From an optimization exercise on the open Yosys and OpenROAD flow, aimed at small area, a short achievable clock period and few clock cycles per item; shortcuts taken in it are not production practice. Function was checked by simulation only, so behaviour that the tests miss may differ from the original.

### flow/config.mk
export PLATFORM = sky130hd
export DESIGN_NAME = sha256_1
export DESIGN_NICKNAME = sha256_1
export VERILOG_FILES = /design/flow/design.v
export SDC_FILE = /design/flow/constraint.sdc
export NUM_CORES = 4
export LEC_CHECK = 0
export CAP_MARGIN = 20
export CORE_AREA = 5 5 335 335
export DIE_AREA = 0 0 340 340
export PLACE_DENSITY = 0.75
export SLEW_MARGIN = 20
### flow/constraint.sdc
create_clock -name core_clock -period 15.0 [get_ports {CLK}]
set_input_delay 3.0000 -clock core_clock [delete_from_list [all_inputs] [get_ports {CLK}]]
set_output_delay 3.0000 -clock core_clock [all_outputs]
set_load 0.01 [all_outputs]
### flow/design.v
module sha256_1(
	input  wire         CLK,
	input  wire         RST,
	input  wire         write_en,
	input  wire [639:0] block_in,
	input  wire [255:0] digest_in,
	output wire [255:0] digest_out_1,
	output wire [255:0] digest_out_2,
	output wire         valid_out
);
	localparam [6:0] LAST = 7'd73;
	reg  [6:0]  cnt;
	reg         valid_r;
	reg  [31:0] a, b, c, d, e, f, g, h;
	reg  [31:0] wr [0:15];
	reg  [31:0] pk;
	reg  [31:0] kr;
	reg  [31:0] hra;
	function [31:0] add32(input [31:0] x, input [31:0] y);
		reg [31:0] gg, pp;
		integer l, i, k;
		begin
			gg = x & y;
			pp = x ^ y;
			for (l = 0; l < 5; l = l + 1)
				for (i = 0; i < 32; i = i + 1)
					if ((i >> l) & 1) begin
						k = ((i >> l) << l) - 1;
						gg[i] = gg[i] | (pp[i] & gg[k]);
						pp[i] = pp[i] & pp[k];
					end
			add32 = x ^ y ^ {gg[30:0], 1'b0};
		end
	endfunction
	wire [6:0] cnt_n = (!write_en || cnt == LAST) ? 7'd0 : cnt + 7'd1;
	reg ldc, ffc, capc;
	always @(posedge CLK or negedge RST) begin
		if (!RST) begin
			cnt     <= 7'd0;
			valid_r <= 1'b0;
			ldc     <= 1'b1;
			ffc     <= 1'b0;
			capc    <= 1'b0;
		end else begin
			cnt     <= cnt_n;
			valid_r <= write_en && cnt == LAST;
			ldc     <= cnt_n < 7'd2;
			ffc     <= cnt_n >= 7'd66 && cnt_n <= 7'd69;
			capc    <= cnt_n >= 7'd70;
		end
	end
	wire [1:0] sa = cnt[1:0] + {cnt[6], cnt[6]};
	wire [1:0] se = cnt[1:0];
	wire [31:0] al = sa[0] ? digest_in[255:224] : digest_in[223:192];
	wire [31:0] ah = sa[0] ? digest_in[191:160] : digest_in[159:128];
	wire [31:0] ha = sa[1] ? al : ah;
	wire [31:0] el = se[0] ? digest_in[127:96] : digest_in[95:64];
	wire [31:0] eh = se[0] ? digest_in[63:32]  : digest_in[31:0];
	wire [31:0] he = se[1] ? el : eh;
	wire [31:0] s0w = {wr[1][6:0], wr[1][31:7]} ^ {wr[1][17:0], wr[1][31:18]} ^ (wr[1] >> 3);
	wire [31:0] s1w = {wr[14][16:0], wr[14][31:17]} ^ {wr[14][18:0], wr[14][31:19]} ^ (wr[14] >> 10);
	wire [31:0] ws0 = s1w ^ wr[9] ^ s0w;
	wire [31:0] wc0 = ((s1w & wr[9]) | (s1w & s0w) | (wr[9] & s0w)) << 1;
	wire [31:0] ws1 = ws0 ^ wc0 ^ wr[0];
	wire [31:0] wc1 = ((ws0 & wc0) | (ws0 & wr[0]) | (wc0 & wr[0])) << 1;
	wire [31:0] wsum = add32(ffc ? d : ws1, ffc ? hra : wc1);
	reg  [31:0] bw;
	always @* begin
		case (cnt)
		7'd0: bw = block_in[639:608];
		7'd1: bw = block_in[607:576];
		7'd2: bw = block_in[575:544];
		7'd3: bw = block_in[543:512];
		7'd4: bw = block_in[511:480];
		7'd5: bw = block_in[479:448];
		7'd6: bw = block_in[447:416];
		7'd7: bw = block_in[415:384];
		7'd8: bw = block_in[383:352];
		7'd9: bw = block_in[351:320];
		7'd10: bw = block_in[319:288];
		7'd11: bw = block_in[287:256];
		7'd12: bw = block_in[255:224];
		7'd13: bw = block_in[223:192];
		7'd14: bw = block_in[191:160];
		7'd15: bw = block_in[159:128];
		7'd64, 7'd65, 7'd66, 7'd67: bw = he;
		7'd68: bw = block_in[127:96];
		7'd69: bw = block_in[95:64];
		7'd70: bw = block_in[63:32];
		7'd71: bw = block_in[31:0];
		default: bw = wsum;
		endcase
	end
	wire [5:0]  kidx = cnt[6] ? {4'd0, cnt[1:0]} : cnt[5:0];
	wire        kon  = !cnt[6] || (cnt[6:2] == 5'b10001);
	wire [63:0] koh  = (64'd1 << kidx) & {64{kon}};
	wire [31:0] kv;
	assign kv[0] = |(koh & 64'h62d85ba9fa114abe);
	assign kv[1] = |(koh & 64'hf3f10a68b9b66c14);
	assign kv[2] = |(koh & 64'h474d60d5aa5ef4cc);
	assign kv[3] = |(koh & 64'h3b66126606f82515);
	assign kv[4] = |(koh & 64'hd499943e51c0b5b3);
	assign kv[5] = |(koh & 64'hf398ad669230f468);
	assign kv[6] = |(koh & 64'hf3e48614ffddb8b4);
	assign kv[7] = |(koh & 64'hf19849a51cef6def);
	assign kv[8] = |(koh & 64'h52854c5efd4fbe2d);
	assign kv[9] = |(koh & 64'h5be426315e0243dd);
	assign kv[10] = |(koh & 64'h309e628c0e365c83);
	assign kv[11] = |(koh & 64'hb4fa15ed98d51b8d);
	assign kv[12] = |(koh & 64'h940c48102904baac);
	assign kv[13] = |(koh & 64'hf6aed396cc59a905);
	assign kv[14] = |(koh & 64'hb6c71b544b039a9e);
	assign kv[15] = |(koh & 64'h5169954022eca55c);
	assign kv[16] = |(koh & 64'hcb022503ae95876a);
	assign kv[17] = |(koh & 64'h1982d7f36503b353);
	assign kv[18] = |(koh & 64'h1bd34905212a79da);
	assign kv[19] = |(koh & 64'h55f4ef3ec99bf8c1);
	assign kv[20] = |(koh & 64'hf07a338b0be3f4fa);
	assign kv[21] = |(koh & 64'hd28b89adb3f2146a);
	assign kv[22] = |(koh & 64'hec248ce058b46034);
	assign kv[23] = |(koh & 64'h5f69314170d7f22d);
	assign kv[24] = |(koh & 64'h0055185d2816c8be);
	assign kv[25] = |(koh & 64'hc0662dab58a652c1);
	assign kv[26] = |(koh & 64'hed2e6837f8df0c04);
	assign kv[27] = |(koh & 64'h4af302060b7641b8);
	assign kv[28] = |(koh & 64'h535bf0a8adc05b76);
	assign kv[29] = |(koh & 64'h639c43330e9b149e);
	assign kv[30] = |(koh & 64'h83e07c3c30e3992b);
	assign kv[31] = |(koh & 64'hfc007fc03f03e1cc);
	wire [31:0] S1  = {e[5:0], e[31:6]} ^ {e[10:0], e[31:11]} ^ {e[24:0], e[31:25]};
	wire [31:0] S0  = {a[1:0], a[31:2]} ^ {a[12:0], a[31:13]} ^ {a[21:0], a[31:22]};
	wire [31:0] CH  = (e & f) ^ (~e & g);
	wire [31:0] MAJ = (a & b) | (a & c) | (b & c);
	wire [31:0] xs = pk ^ S1 ^ CH;
	wire [31:0] xc = ((pk & S1) | (pk & CH) | (S1 & CH)) << 1;
	wire [31:0] zs = xs ^ xc ^ S0;
	wire [31:0] zc = ((xs & xc) | (xs & S0) | (xc & S0)) << 1;
	wire [31:0] os = zs ^ zc ^ MAJ;
	wire [31:0] oc = ((zs & zc) | (zs & MAJ) | (zc & MAJ)) << 1;
	wire [31:0] anew = add32(os, oc);
	wire [31:0] qs = xs ^ xc ^ d;
	wire [31:0] qc = ((xs & xc) | (xs & d) | (xc & d)) << 1;
	wire [31:0] enew = add32(qs, qc);
	integer i;
	always @(posedge CLK) begin
		for (i = 0; i < 15; i = i + 1) wr[i] <= wr[i+1];
		wr[15] <= bw;
		if (capc) begin
			wr[7] <= d;
			wr[3] <= h;
		end
		hra <= ha;
		kr  <= kv;
		pk  <= add32(g ^ kr ^ wr[15], ((g & kr) | (g & wr[15]) | (kr & wr[15])) << 1);
		a <= ldc ? al : ffc ? wsum : anew;
		b <= a;
		c <= ldc ? ah : b;
		d <= c;
		e <= ldc ? el : ffc ? pk : enew;
		f <= e;
		g <= ldc ? eh : f;
		h <= g;
	end
	assign valid_out = valid_r;
	assign digest_out_2 = {a, b, c, d, e, f, g, h};
	assign digest_out_1 = {wr[7], wr[6], wr[5], wr[4], wr[3], wr[2], wr[1], wr[0]};
endmodule
### flow/flow/run.sh
#!/bin/bash
# The standard layout (standard.sh: standard synthesis, floorplan, place,
# CTS, route) with three ORFS variables set:
#  - port buffers made of the smallest buffer cell,
#  - timing repair aimed at 10 ns of setup slack at the design's 15 ns clock
#    (the SDC is unchanged; this only makes repair_timing work harder),
#  - IO pins allowed on every routing track, so the 1412 ports fit a smaller die.
# make's full output goes to standard_flow.log; ORFS keeps each step's log
# under orfs/logs/.
set -euo pipefail
export BUFFER_PORTS_ARGS="-buffer_cell sky130_fd_sc_hd__buf_1"
export SETUP_SLACK_MARGIN=10.0
export PLACE_PINS_ARGS="-min_distance 1 -min_distance_in_tracks"
bash standard.sh > standard_flow.log 2>&1
### flow/standard.sh
#!/bin/bash
# synth_recipe.tcl (not shown) runs the flow's synth.tcl, then flattens the netlist and writes it again
# the make line also repeats each setting of config.mk as NAME=value (left out here)
make -C /OpenROAD-flow-scripts/flow DESIGN_CONFIG=/design/flow/config.mk WORK_HOME=/design/flow/orfs CLKGATE_MAP_FILE= SYNTH_SCRIPT=/design/flow/synth_recipe.tcl "${@:-finish}"
==> run_results.csv, run 1 <==
group,metric,value,unit
outcome,status,"complete, no violations",
yosys,synth_seq_cells,875,
sta,tns,0,ns
worst_hold_path,hold_path.class,"register to register",
final_layout,fin_cells,6863,
sta,timing.final.crit_share,32.9,%
clock_network,clock_sinks,875,
setup_path,critPathKind,"register to register",
route,drt_wl_total,241000,µm
placed_design,port_buffers,1411,
global_route,grt_pass1_vias,41600,
yosys,syn-instance-count,3975,
floorplan,fp.dieArea,116000,µm²
route,drt_first_iter_violations,5028,
setup_path,critPathMaxFanout,4,
placed_design,placedInstanceArea,49200,µm²
sta,setup_violations,0,
yosys,synth_cell_types,85,
clock_network,cts.clk_slew.worst_paths,0.07,ns
setup_path,required,15.55,ns
route,firstDrtPassIters,8,
yosys,yosys_warnings,2,
setup_path,cp-end-kind,"register",
setup_path,critPathLaunchType,"register",
route,vias,41600,
run,drv_cap,0,
final_layout,drive_gt1_share,10.2,%
sta,worst_slack,10.06,ns
global_route,grt_use_total,39.6,%
sta,worst_slew_pin_slew,1.20,ns
setup_path,r2r-end,"a[31]",
route,vias_per_cell,6.05,
final_layout,num-nets-final,6570,
route,drcViolationCount,0,
yosys,async_flop_share,1.26,%
placed_design,place.gp.congestion,1.11,
sta,slew_headroom,19.4,%
sta,finClkSkew,0.0185,ns
sta,max_freq,203,MHz
sta,hold_ws,0.321,ns
global_route,grt_max_degree,84,
clock_network,clk_latency,0.67,ns
placed_design,dp.cells,6643,
yosys,syn_nets,5219,
route,ant_nets,0,
final_layout,post-route-util,48.9,%
clock_network,htreeDepth,3,
final_layout,syn_to_final_growth,25.2,%
yosys,seq_area_frac_synth,41.4,%
setup_path,r2r_setup_slack,10.06,ns
placed_design,hpwl,198000,µm
global_route,antenna_found_initial,89,
setup_path,r2r_cells,17,
final_layout,multi_input_area,24000,µm²
worst_hold_path,holdPathEnd,"wr[11][21]",
yosys,synthFlopType,"dfxtp_1",
setup_path,worstPathArrival,5.49,ns
floorplan,core,109000,µm²
floorplan,die_x,340,µm
yosys,synth_edf_count,0,
setup_path,r2r-start,"wr[14][17]",
yosys,synth_top_area_cell,"dfxtp_1",
final_layout,final_area,53100,µm²
sta,hold_violations,0,
floorplan,initial_core_util,39.1,%
clock_network,cts_made_buffers,87,
sta,rsz0062_at_grt,"true",
yosys,yosysTopAreaCellShare,40.8,%
global_route,grt_pass1_wl,324000,µm
clock_network,clockRootBuffer,"clkbuf_16",
route,wl_per_cell,35.1,µm
yosys,syn_area,42400,µm²
placed_design,pre_cts_slack,9.00,ns
global_route,gr-total-overflow,0,
clock_network,clockBufferDepth,3,
worst_hold_path,hold_depth,0,
worst_hold_path,min_from,"wr[12][21]",
final_layout,fillers,10200,
yosys,synth_area_leaders,"dfxtp_1, fa_1, xnor2_1, ha_1, mux2i_1",
clock_network,cts_tree,"done",
floorplan,boundaryPins,1412,
clock_network,holdBufCountCts,0,
final_layout,regArea,17700,µm²
floorplan,core.rowCount,121,
yosys,syn_avg_cell_area,10.7,µm²
sta,layout_min_cycle_time,4.94,ns
sta,slew_viol_final,0,
floorplan,die_height,340,µm
per-layer routing:
layer / routed length (µm) / global-route usage, % / vias to the layer above
met1: 82000 / 43.8 / 20000
met3: 25400 / 11.6 / 1123
met2: 108000 / 63.1 / 3245
met4: 24700 / 32.4 / 52
li1: - / - / 17100
met5: 369 / 0 / -
state kept, by name, indices dropped and copies added, names as in the netlist:
| signal | cells |
|---|---|
| a | 32 |
| h | 32 |
| f | 32 |
| ffc | 1 |
| hra | 32 |
| e | 32 |
| valid_r | 1 |
| wr | 512 |
| kr | 32 |
| cnt | 7 |
| b | 32 |
| d | 32 |
| pk | 32 |
| ldc | 1 |
| capc | 1 |
| c | 32 |
| g | 32 |
cell usage after synthesis (10+ instances only):
library cell    n
dfxtp_1       864
xnor2_1       283
nor2_1        218
a21oi_1       217
fa_1          216
nand2_1       183
inv_1         176
clkbuf_1      164
mux2i_1       161
a22oi_1       138
ha_1          129
mux2_2        129
o21ai_0       103
nand4_1        95
xor2_1         90
a221oi_1       76
a22o_1         73
nor3_1         60
nand3_1        57
a211oi_1       51
mux4_2         44
a21o_1         33
a222oi_1       32
maj3_1         31
nor2b_1        30
buf_1          24
and3_1         21
nor4_1         21
o22a_1         21
o211ai_1       17
buf_2          16
a31oi_1        15
a32oi_1        13
and2_1         13
o21a_1         11
a21boi_0       10
dfrtp_1        10
worst max-delay path, stage by stage (launching register included):
cell       delay (ns)
dfxtp_2          0.36
xnor2_2          0.16
xnor2_2          0.31
fa_1             0.48
ha_1             0.29
mux2_2           0.27
ha_1             0.21
fa_2             0.44
a211oi_4         0.31
o211a_4          0.23
nor4_4           0.05
buf_4            0.17
o211ai_1         0.28
o2111ai_2        0.18
a21o_1           0.24
a21oi_2          0.21
mux2_2           0.37
a31o_2           0.24
layout make-up:
type,instances,area share [%]
Antenna cell,53,0.250
Clock buffer,116,4.76
Clock inverter,43,1.16
Inverter,179,1.26
Multi-Input combinational cell,2715,45.1
Sequential cell,875,33.3
Tap cell,1414,3.33
Timing Repair Buffer,1468,10.8
how the worst max path moves through the flow:
stage / endpoint / cells past startpoint / slack [ns] / start
2_1_floorplan: a[31] / 15 / 10.62 / wr[1][12]
3_3_place_gp: wr[15][18] / 7 / 8.57 / digest_in[114]
3_5_place_dp: wr[15][18] / 7 / 9.00 / digest_in[114]
4_1_cts: wr[15][18] / 7 / 10.00 / digest_in[50]
5_1_grt: wr[15][15] / 15 / 9.92 / wr[1][23]
6_report: a[31] / 17 / 10.06 / wr[14][17]
cells by family after synthesis:
family	synth area share, %
compound gates	14.7
flops	41.4
simple gates	8.42
buf+inv	3.48
fa+ha+maj	14.7
xor+xnor	7.70
mux	9.56
what timing repair did:
action	in CTS	in global routing
endpoints found under the setup margin	41	35
setup buffers	2	6
pin swaps	6	14
gates resized for setup	57	83
cell usage in the layout, fill, tap and decap left out, types with 30 or more instances in the layout:
cell       synthesis  routed
fa_1             216     215
nor2_1           218     202
a221oi_1          76      75
a22o_1            73      73
nand4_1           95      95
buf_1             24    1411
nand3_1           57      57
buf_4              1      56
nor2b_1           30      30
xor2_1            90      83
a22oi_1          138     138
dfxtp_1          864     804
diode_2            0      53
a211oi_1          51      49
a222oi_1          32      32
nor3_1            60      59
dfxtp_2            0      50
a21oi_1          217     211
inv_1            176     176
a21o_1            33      33
ha_1             129     127
maj3_1            31      31
mux2i_1          161     159
clkbuf_16          0      90
o21ai_0          103      99
xnor2_1          283     253
mux2_2           129     129
mux4_2            44      44
nand2_1          183     183
Testbench counts, summed over its fixed seeds: cycles 14,208, items 192.
==> inputs of run 2 (changes only) <==
--- a/flow/flow/run.sh
+++ b/flow/flow/run.sh
@@ -4,3 +4,3 @@
 #  - port buffers made of the smallest buffer cell,
-#  - timing repair aimed at 10 ns of setup slack at the design's 15 ns clock
+#  - timing repair aimed at 10.3 ns of setup slack at the design's 15 ns clock
 #    (the SDC is unchanged; this only makes repair_timing work harder),
@@ -11,3 +11,3 @@
 export BUFFER_PORTS_ARGS="-buffer_cell sky130_fd_sc_hd__buf_1"
-export SETUP_SLACK_MARGIN=10.0
+export SETUP_SLACK_MARGIN=10.3
 export PLACE_PINS_ARGS="-min_distance 1 -min_distance_in_tracks"
--- a/flow/config.mk
+++ b/flow/config.mk
@@ -9,4 +9,6 @@
 export CORE_AREA = 5 5 335 335
+export CTS_CLUSTER_DIAMETER = 60
+export CTS_CLUSTER_SIZE = 20
 export DIE_AREA = 0 0 340 340
-export PLACE_DENSITY = 0.75
+export PLACE_DENSITY = 0.85
 export SLEW_MARGIN = 20
==> run 2 against run 1 <==
  * Via count rose by 2.7%
  * Critical path depth decreased by 4
  * Count of clock-buffer cells in the layout is 33 lower
  * Register-to-register slack better by 0.17 ns
  * Setup slack better by 0.17 ns
==> run_results.csv, run 2 <==
group,metric,value,unit
outcome,status,"complete, no violations",
sta,rsz0062_at_grt,"true",
clock_network,clockRootBuffer,"clkbuf_16",
final_layout,syn_to_final_growth,27.5,%
worst_hold_path,hold_depth,0,
setup_path,r2r-end,"e[31]",
floorplan,core,109000,µm²
sta,hold_ws,0.320,ns
route,drt_wl_total,261000,µm
setup_path,critPathMaxFanout,6,
route,ant_nets,0,
yosys,synthFlopType,"dfxtp_1",
global_route,grt_use_total,42.8,%
setup_path,critPathLaunchType,"register",
setup_path,r2r_cells,13,
setup_path,r2r_setup_slack,10.23,ns
sta,layout_min_cycle_time,4.77,ns
route,wl_per_cell,37.7,µm
yosys,synth_cell_types,85,
route,drcViolationCount,0,
floorplan,die_height,340,µm
yosys,synth_seq_cells,875,
route,vias,42700,
route,drt_first_iter_violations,5222,
sta,hold_violations,0,
clock_network,clock_sinks,875,
run,drv_cap,0,
route,firstDrtPassIters,9,
setup_path,required,15.55,ns
yosys,yosysTopAreaCellShare,40.8,%
yosys,synth.most_common_cell,"dfxtp_1",
yosys,synth_edf_count,0,
yosys,yosys_warnings,2,
clock_network,cts_tree,"done",
global_route,grt_pass1_vias,41900,
clock_network,cts.clk_slew.worst_paths,0.08,ns
floorplan,core.rowCount,121,
placed_design,port_buffers,1411,
yosys,syn_area,42400,µm²
yosys,synth_area_leaders,"dfxtp_1, fa_1, xnor2_1, ha_1, mux2i_1",
clock_network,clk_latency,0.68,ns
clock_network,cts_made_buffers,76,
final_layout,drive_gt1_share,13.1,%
floorplan,initial_core_util,39.1,%
sta,slew_headroom,18.3,%
final_layout,largest_register,"wr",
global_route,gr-total-overflow,0,
floorplan,boundaryPins,1412,
sta,worst_slew_pin_slew,1.23,ns
floorplan,die_x,340,µm
route,vias_per_cell,6.16,
yosys,syn_nets,5219,
setup_path,r2r-start,"e[21]",
worst_hold_path,hold_path.class,"register to register",
clock_network,clockBufferDepth,3,
final_layout,num-nets-final,6611,
yosys,seq_area_frac_synth,41.4,%
yosys,async_flop_share,1.26,%
floorplan,fp.dieArea,116000,µm²
final_layout,final_cell_mix,"buf_1, dfxtp_1, xnor2_1",
sta,finClkSkew,0.0450,ns
placed_design,place.gp.congestion,1.09,
clock_network,holdBufCountCts,0,
worst_hold_path,holdPathEnd,"wr[10][14]",
final_layout,largest_register_ffs,512,
setup_path,cp-end-kind,"register",
yosys,syn_avg_cell_area,10.7,µm²
clock_network,htreeDepth,3,
global_route,grt_max_degree,185,
global_route,antenna_found_initial,111,
sta,slew_viol_final,0,
sta,timing.final.crit_share,31.8,%
setup_path,critPathKind,"register to register",
yosys,ys_top_cells_by_count,"dfxtp_1, xnor2_1, nor2_1, a21oi_1, fa_1",
placed_design,hpwl,213000,µm
global_route,grt_pass1_wl,345000,µm
sta,max_freq,210,MHz
setup_path,worstPathArrival,5.32,ns
sta,tns,0,ns
final_layout,final_common_cell,"buf_1",
worst_hold_path,min_from,"wr[11][14]",
yosys,syn-instance-count,3975,
sta,setup_violations,0,
yosys,synth_top_area_cell,"dfxtp_1",
-- run 2: cell count changes in the layout (fill, tap and decap cells not counted), sizes merged, moves of 7 or more --
cell	previous run	this run
buf	1468	1520
diode	53	95
clkbuf	116	83
inv	180	199
bufinv	12	3
clkinv	24	17
-- run 2: metal layers --
layer | part of all wire (%) | vias up | GRT usage (%)
met4 | 11 | 24 | 35.1
met3 | 11 | 1193 | 12.7
met2 | 45 | 3590 | 68.1
li1 | - | 17200 | -
met5 | 0.060 | - | 0.625
met1 | 34 | 20600 | 47.3
-- run 2: worst max path at each step --
stage / from / endpoint / slack, ns / depth (start not counted)
after floorplan: wr[1][12] / a[31] / 10.62 / 15
after global routing: wr[14][10] / wr[15][15] / 10.12 / 17
after global placement: wr[1][10] / a[25] / 8.96 / 15
after detailed placement: wr[1][10] / wr[15][26] / 8.90 / 15
after CTS: wr[1][0] / wr[15][26] / 10.18 / 16
final: e[21] / e[31] / 10.23 / 13
-- run 2: worst max-delay path: stages, from the launching register on --
cell	delay, ns
dfxtp_4	0.45
mux2i_2	0.42
fa_1	0.49
inv_1	0.13
fa_1	0.45
ha_1	0.39
nand3_2	0.13
or3_1	0.44
nor4b_4	0.43
o2111ai_2	0.23
a311oi_2	0.40
o2111ai_2	0.19
and4_1	0.18
or3_1	0.34
-- run 2: area by class of cell --
cell class              instances  area [µm²]
diodes                         95         238
clock buffers                  83        2000
clock inverters                45         641
fillers                     10000       54400
inverters                     179         672
multi-input cells            2715       24800
flip-flops and latches        875       17800
well taps                    1414        1770
repair buffers               1520        6220
-- run 2: cells by family (layout without fill, tap and decap cells) --
| family | after synthesis | in the layout | share of synthesized area, % |
|---|---|---|---|
| AOI/OAI and AO/OA | 886 | 886 | 14.7 |
| other | 0 | 95 | 0 |
| and+or+nand+nor | 746 | 746 | 8.42 |
| buffers and inverters | 385 | 1827 | 3.48 |
| DFF | 875 | 875 | 41.4 |
| adders and majority gates | 376 | 376 | 14.7 |
| xor gates and xnor gates | 373 | 373 | 7.70 |
| muxes | 334 | 334 | 9.56 |
-- run 2: stage by stage --
stage | setup slack, ns | cells | util [%] | cell area (µm²)
3_3_place_gp | 8.96 | 6654 | 45.4 | 49300
5_1_grt | 10.12 | 6901 | 49.8 | 54100
2_1_floorplan | 10.62 | 3975 | - | 42400
6_report | 10.23 | 6926 | 49.9 | 54100
3_5_place_dp | 8.90 | 6654 | 45.5 | 49300
4_1_cts | 10.18 | 6800 | 48.6 | 52800
-- run 2: repair_timing --
action,CTS,global route
setup endpoints to repair,75,56
pin swaps,25,62
cloned,0,0
gates resized for setup,158,185
hold endpoints to repair,0,0
buffers inserted,18,31
==> inputs of run 3 (changes only) <==
--- a/flow/config.mk
+++ b/flow/config.mk
@@ -12,3 +12,3 @@
 export DIE_AREA = 0 0 340 340
-export PLACE_DENSITY = 0.85
+export PLACE_DENSITY = 0.75
 export SLEW_MARGIN = 20
==> run 3 against run 2 <==
  * First-iteration DRC count down 6.8%
  * Core utilization down 0.68 points
  * Cell count down 0.98%
  * Synthesized area unchanged
  * Die area unchanged
  * Global-route usage down 3.2 points
  * Count of clock-buffer cells in the layout down 4
  * Still clean on timing, DRC and antenna
  * Highest routed layer unchanged
  * Critical path depth up 2
  * Via count down 2.0%
==> run_results.csv, run 3 <==
group,metric,value,unit
yosys,yosysTopAreaCellShare,40.8,%
route,drcViolationCount,0,
sta,slew_viol_final,0,
yosys,synth.most_common_cell,"dfxtp_1",
yosys,synth_seq_cells,875,
yosys,synth_cell_types,85,
final_layout,largest_register,"wr",
route,vias,41800,
final_layout,num-nets-final,6586,
yosys,async_flop_share,1.26,%
yosys,synth-compound-area-share,14.7,%
final_layout,syn_to_final_growth,25.8,%
yosys,yosys_warnings,2,
floorplan,core.rowCount,121,
floorplan,core,109000,µm²
setup_path,critical_path.cell_chain,"xnor2_2, xnor2_2, fa_1, fa_1, mux2_4, ha_1, a21o_1, a31o_2, a211o_4, o211ai_1, o2111ai_2, a21o_1, a21oi_4, mux2_4, a31o_2",
route,wl_per_cell,35.3,µm
sta,layout_min_cycle_time,4.78,ns
route,vias_per_cell,6.09,
floorplan,die_height,340,µm
run,drv_cap,0,
global_route,antenna_found_initial,85,
placed_design,pre_cts_slack,9.00,ns
final_layout,final_common_cell,"buf_1",
worst_hold_path,hold_path.class,"register to register",
placed_design,placedInstanceArea,49200,µm²
global_route,grt_pass1_wl,324000,µm
yosys,synth_area_leaders,"dfxtp_1, fa_1, xnor2_1, ha_1, mux2i_1",
route,ant_nets,0,
setup_path,r2r_cells,15,
global_route,grt_max_degree,84,
final_layout,drive_gt1_share,12.4,%
clock_network,cts_tree,"done",
final_layout,final_cell_mix,"buf_1, dfxtp_1, xnor2_1",
sta,max_freq,209,MHz
yosys,synthAdderAreaFrac,14.7,%
sta,slew_headroom,22.4,%
floorplan,die_x,340,µm
yosys,synth_xor_area_share,7.70,%
global_route,grt_pass1_vias,41300,
yosys,syn_avg_cell_area,10.7,µm²
worst_hold_path,hold_depth,0,
yosys,synth_top_area_cell,"dfxtp_1",
sta,timing.final.crit_share,31.9,%
sta,worst_slack,10.22,ns
yosys,synth_edf_count,0,
floorplan,fp.dieArea,116000,µm²
setup_path,worstPathArrival,5.34,ns
yosys,syn_nets,5219,
sta,setup_violations,0,
yosys,synth.area.mux_share,9.56,%
setup_path,cp_slowest_stage_delay,0.51,ns
yosys,seq_area_frac_synth,41.4,%
clock_network,clockBufferDepth,3,
placed_design,hpwl,198000,µm
global_route,grt_use_total,39.6,%
floorplan,initial_core_util,39.1,%
setup_path,critPathKind,"register to register",
route,drt_first_iter_violations,4865,
clock_network,htreeDepth,3,
yosys,synthFlopType,"dfxtp_1",
yosys,ys_top_cells_by_count,"dfxtp_1, xnor2_1, nor2_1, a21oi_1, fa_1",
route,firstDrtPassIters,9,
outcome,status,"complete, no violations",
sta,finClkSkew,0.0337,ns
clock_network,clock_sinks,875,
clock_network,holdBufCountCts,0,
route,drt_wl_total,242000,µm
global_route,gr-total-overflow,0,
setup_path,crit_slowest_cell,"fa_1",
placed_design,port_buffers,1411,
yosys,synth_top_family_by_area,"adder cells",
clock_network,clockRootBuffer,"clkbuf_16",
yosys,syn-instance-count,3975,
placed_design,place.gp.congestion,1.11,
yosys,syn_area,42400,µm²
sta,worst_slew_pin_slew,1.16,ns
setup_path,critPathMaxFanout,4,
clock_network,clk_latency,0.67,ns
final_layout,largest_register_ffs,512,
final_layout,fillers,10100,
sta,tns,0,ns
sta,rsz0062_at_grt,"true",
yosys,synth-simple-area-share,8.42,%
clock_network,cts_made_buffers,70,
final_layout,final_area,53400,µm²
setup_path,cp-end-kind,"register",
setup_path,critPathLaunchType,"register",
sta,hold_ws,0.323,ns
sta,hold_violations,0,
setup_path,required,15.55,ns
clock_network,cts.clk_slew.worst_paths,0.08,ns
floorplan,boundaryPins,1412,
-- run 3: cell counts after synthesis --
No cell type changed its count.
-- run 3: logic make-up (layout without fill, tap and decap cells) --
logic type	count (synthesis)	after routing
AOI/OAI and AO/OA	886	886
xor gates and xnor gates	373	373
adders and majority gates	376	376
buffers and inverters	385	1797
DFF	875	875
muxes	334	334
other	0	57
and+or+nand+nor	746	746
-- run 3: critical path, delay by kind of cell, from the launching register on --
family	cells	cell delay (ns)
adder cells (fa/ha/maj)	3	1.20
XOR/XNOR	2	0.36
flip-flops	1	0.48
multiplexers	2	0.62
AO/OA/AOI/OAI	8	2.00
-- run 3: what timing repair did --
item | 4_1_cts | 5_1_grt
pin swaps | 25 | 55
buffers inserted | 14 | 26
endpoints found under the hold margin | 0 | 0
gates resized for setup | 158 | 158
setup endpoints to repair | 53 | 55
-- run 3: path summary, 6_finish.rpt --
kind	startpoint	endpoint	slack [ns]
max	wr[14][25]	a[31]	10.22
min	wr[11][25]	wr[10][25]	0.32
max reg2reg	wr[14][25]	a[31]	10.22
min reg2reg	wr[11][25]	wr[10][25]	0.32
max in group asynchronous	RST	capc	11.88
min in group asynchronous	RST	ffc	2.45
-- run 3: area by class of cell --
class	instances	area, µm²	area share, %
antenna	57	143	0.267
tap	1414	1770	3.31
inverter	179	676	1.27
sequential	875	17800	33.3
timing repair buffer	1501	6000	11.2
clock buffer	79	1850	3.46
multi-input combinational	2715	24600	46.2
clock inverter	38	500	0.938
-- run 3: per-layer routing --
| metal | GRT usage [%] | up-vias | share of wire (%) |
|---|---|---|---|
| met5 | 0 | - | 0.12 |
| met4 | 32.2 | 44 | 10 |
| met3 | 11.7 | 1093 | 10 |
| met2 | 63.3 | 3342 | 45 |
| met1 | 43.7 | 20200 | 34 |
| li1 | - | 17100 | - |
-- run 3: through the flow --
stage | std cells | utilization [%]
final | 6858 | 49.2
after global routing | 6837 | 49.1
after CTS | 6774 | 48.2
after detailed placement | 6643 | 45.4
after global placement | 6643 | 45.4
after floorplan | 3975 | -
==> inputs of run 4 (changes only) <==
--- a/flow/flow/run.sh
+++ b/flow/flow/run.sh
@@ -4,3 +4,3 @@
 #  - port buffers made of the smallest buffer cell,
-#  - timing repair aimed at 10.3 ns of setup slack at the design's 15 ns clock
+#  - timing repair aimed at 10.15 ns of setup slack at the design's 15 ns clock
 #    (the SDC is unchanged; this only makes repair_timing work harder),
@@ -11,3 +11,3 @@
 export BUFFER_PORTS_ARGS="-buffer_cell sky130_fd_sc_hd__buf_1"
-export SETUP_SLACK_MARGIN=10.3
+export SETUP_SLACK_MARGIN=10.15
 export PLACE_PINS_ARGS="-min_distance 1 -min_distance_in_tracks"
==> run 4 against run 3 <==
  * Core utilization decreased by 0.58 points
  * Fmax decreased by 1.6%
  * Non-clock buffer count decreased by 22
  * Setup slack got worse by 0.079 ns
  * Cell count decreased by 0.35%
  * Critical path depth decreased by 1
  * Final area decreased by 1.2%
  * First-iteration DRC count decreased by 0.16%
  * Sequential share of layout area increased by 0.31 points
  * Register-to-register slack got worse by 0.08 ns
==> run_results.csv, run 4 <==
group,metric,value,unit
outcome,status,"complete, no violations",
worst_hold_path,min_from,"wr[11][25]",
floorplan,core,109000,µm²
setup_path,r2r_setup_slack,10.14,ns
yosys,synth_area_leaders,"dfxtp_1, fa_1, xnor2_1, ha_1, mux2i_1",
setup_path,critPathMaxFanout,6,
global_route,grt_use_total,39.5,%
final_layout,largest_register,"wr",
placed_design,hpwl,198000,µm
yosys,synth_top_area_cell,"dfxtp_1",
setup_path,critPathKind,"register to register",
sta,slew_viol_final,0,
clock_network,clockRootBuffer,"clkbuf_16",
sta,worst_slew_pin_slew,1.09,ns
yosys,async_flop_share,1.26,%
route,drcViolationCount,0,
sta,tns,0,ns
final_layout,syn_to_final_growth,24.3,%
clock_network,clk_latency,0.66,ns
global_route,grt_pass1_vias,41300,
sta,worst_slack,10.14,ns
yosys,ys_top_cells_by_count,"dfxtp_1, xnor2_1, nor2_1, a21oi_1, fa_1",
global_route,grt_pass1_wl,323000,µm
placed_design,port_buffers,1411,
sta,finClkSkew,0.0361,ns
floorplan,die_height,340,µm
sta,hold_violations,0,
setup_path,r2r-start,"e[6]",
yosys,syn_avg_cell_area,10.7,µm²
yosys,syn_nets,5219,
sta,hold_ws,0.324,ns
route,wl_per_cell,35.3,µm
final_layout,final_cell_mix,"buf_1, dfxtp_1, xnor2_1",
clock_network,holdBufCountCts,0,
final_layout,drive_gt1_share,10.8,%
clock_network,cts_tree,"done",
final_layout,num-nets-final,6564,
clock_network,cts.clk_slew.worst_paths,0.08,ns
global_route,gr-total-overflow,0,
setup_path,cp-end-kind,"register",
clock_network,clockBufferDepth,3,
clock_network,clock_sinks,875,
floorplan,core.rowCount,121,
setup_path,critPathLaunchType,"register",
sta,rsz0062_at_grt,"true",
sta,max_freq,206,MHz
final_layout,fillers,10200,
setup_path,required,15.53,ns
sta,slew_headroom,27.0,%
global_route,antenna_found_initial,86,
yosys,seq_area_frac_synth,41.4,%
sta,setup_violations,0,
yosys,yosysTopAreaCellShare,40.8,%
global_route,grt_max_degree,84,
clock_network,cts_made_buffers,70,
final_layout,largest_register_ffs,512,
floorplan,fp.dieArea,116000,µm²
final_layout,final_common_cell,"buf_1",
yosys,synth_edf_count,0,
setup_path,worstPathArrival,5.39,ns
route,vias_per_cell,6.09,
setup_path,r2r-end,"e[31]",
yosys,synth_cell_types,85,
worst_hold_path,holdPathEnd,"wr[10][25]",
worst_hold_path,hold_depth,0,
floorplan,die_x,340,µm
yosys,synth_seq_cells,875,
floorplan,boundaryPins,1412,
route,vias,41600,
route,firstDrtPassIters,11,
yosys,syn_area,42400,µm²
worst_hold_path,hold_path.class,"register to register",
route,drt_first_iter_violations,4857,
yosys,synth.most_common_cell,"dfxtp_1",
placed_design,place.gp.congestion,1.11,
run,drv_cap,0,
placed_design,pre_cts_slack,9.00,ns
route,ant_nets,0,
setup_path,r2r_cells,14,
sta,timing.final.crit_share,32.4,%
yosys,synthFlopType,"dfxtp_1",
floorplan,initial_core_util,39.1,%
sta,layout_min_cycle_time,4.86,ns
clock_network,htreeDepth,3,
route,drt_wl_total,241000,µm
yosys,syn-instance-count,3975,
yosys,yosys_warnings,2,
run 4: layer usage:
layer	vias up	global-route usage [%]	share of wire (%)
li1	17100	-	-
met1	20100	43.8	34
met2	3329	63.2	45
met3	1087	11.6	11
met4	40	32.0	10
met5	-	0	0.11
run 4: final cells by class:
type | instances | area [µm²] | area share (%)
tap | 1414 | 1770 | 3.35
inverter | 179 | 676 | 1.28
timing repair buffer | 1479 | 5820 | 11.0
antenna | 55 | 138 | 0.261
clock buffer | 79 | 1850 | 3.50
clock inverter | 38 | 500 | 0.949
multi-input combinational | 2715 | 24200 | 46.0
sequential | 875 | 17700 | 33.7
run 4: worst max-delay path, stage by stage, from the launching register on:
cell       delay [ns]
dfxtp_1          0.60
mux2i_1          0.35
fa_1             0.53
xor2_1           0.27
xor2_1           0.14
ha_1             0.36
o21ai_1          0.12
a211oi_2         0.36
a221oi_4         0.16
nor4b_4          0.43
o2111ai_2        0.24
a311oi_2         0.44
o2111ai_2        0.19
and4_1           0.21
or3_1            0.36
run 4: through the flow:
step                utilization [%]  instances  cell area (µm²)
floorplan                         -       3975            42400
global placement               45.4       6643            49200
detailed placement             45.4       6643            49200
CTS                            47.9       6765            52000
global route                   48.5       6815            52700
finish                         48.6       6834            52700
run 4: how the worst max path moves through the flow:
stage | end | slack [ns] | start | depth (start not counted)
global placement | wr[15][18] | 8.57 | digest_in[114] | 7
detailed placement | wr[15][18] | 9.00 | digest_in[114] | 7
floorplan | a[31] | 10.62 | wr[1][12] | 15
CTS | a[17] | 10.10 | wr[1][7] | 16
global route | e[31] | 10.06 | e[20] | 15
finish | e[31] | 10.14 | e[6] | 14
run 4: timing repair:
| item | CTS | global route |
|---|---|---|
| endpoints found under the setup margin | 48 | 42 |
| hold endpoints to repair | 0 | 0 |
| buffers inserted | 5 | 13 |
| pin swaps | 11 | 32 |
| gates resized for setup | 88 | 135 |
run 4: cell families (layout without fill, tap and decap cells):
group | count (synthesis) | after routing | synth area share [%]
AND/OR/NAND/NOR | 746 | 746 | 8.42
multiplexers | 334 | 334 | 9.56
flip-flops | 875 | 875 | 41.4
adder cells (fa/ha/maj) | 376 | 376 | 14.7
buffers and inverters | 385 | 1775 | 3.48
other | 0 | 55 | 0
AO/OA/AOI/OAI | 886 | 886 | 14.7
XOR/XNOR | 373 | 373 | 7.70

## re-timing with driven ports
No port has a modelled driver above. Below, the same layouts with a new extraction and two added sets of constraints.
Step 1 (the two cells are an assumption about what drives the block):
set clk [get_ports {CLK}]
set_driving_cell -lib_cell sky130_fd_sc_hd__clkbuf_16 $clk
set_driving_cell -lib_cell sky130_fd_sc_hd__buf_2 [delete_from_list [all_inputs] $clk]
Step 2 times the ports against the registers' clock, not the clock port: input delays grow and output delays shrink by t, the midpoint of the rising clock arrivals with the driver on.
Three values: ideal, step 1, step 2; two values: the first two.
run	t (ns)	setup WS [ns]	worst hold slack (ns)	latest minus earliest clock arrival (ns)
run 1	0.730	10.064 / 10.064 / 9.393	0.321 / 0.321 / 0.321	0.019 / 0.019
run 2	0.726	10.233 / 10.233 / 9.815	0.320 / 0.320 / 0.320	0.045 / 0.045
run 3	0.722	10.216 / 10.216 / 9.635	0.323 / 0.323 / 0.323	0.034 / 0.034
run 4	0.717	10.137 / 10.137 / 9.472	0.324 / 0.324 / 0.324	0.036 / 0.036
After both steps setup and hold are still met in every run listed. The setup slack of run 1, which loses most, moves by 0.000 ns with the drivers and by -0.671 ns with both steps.
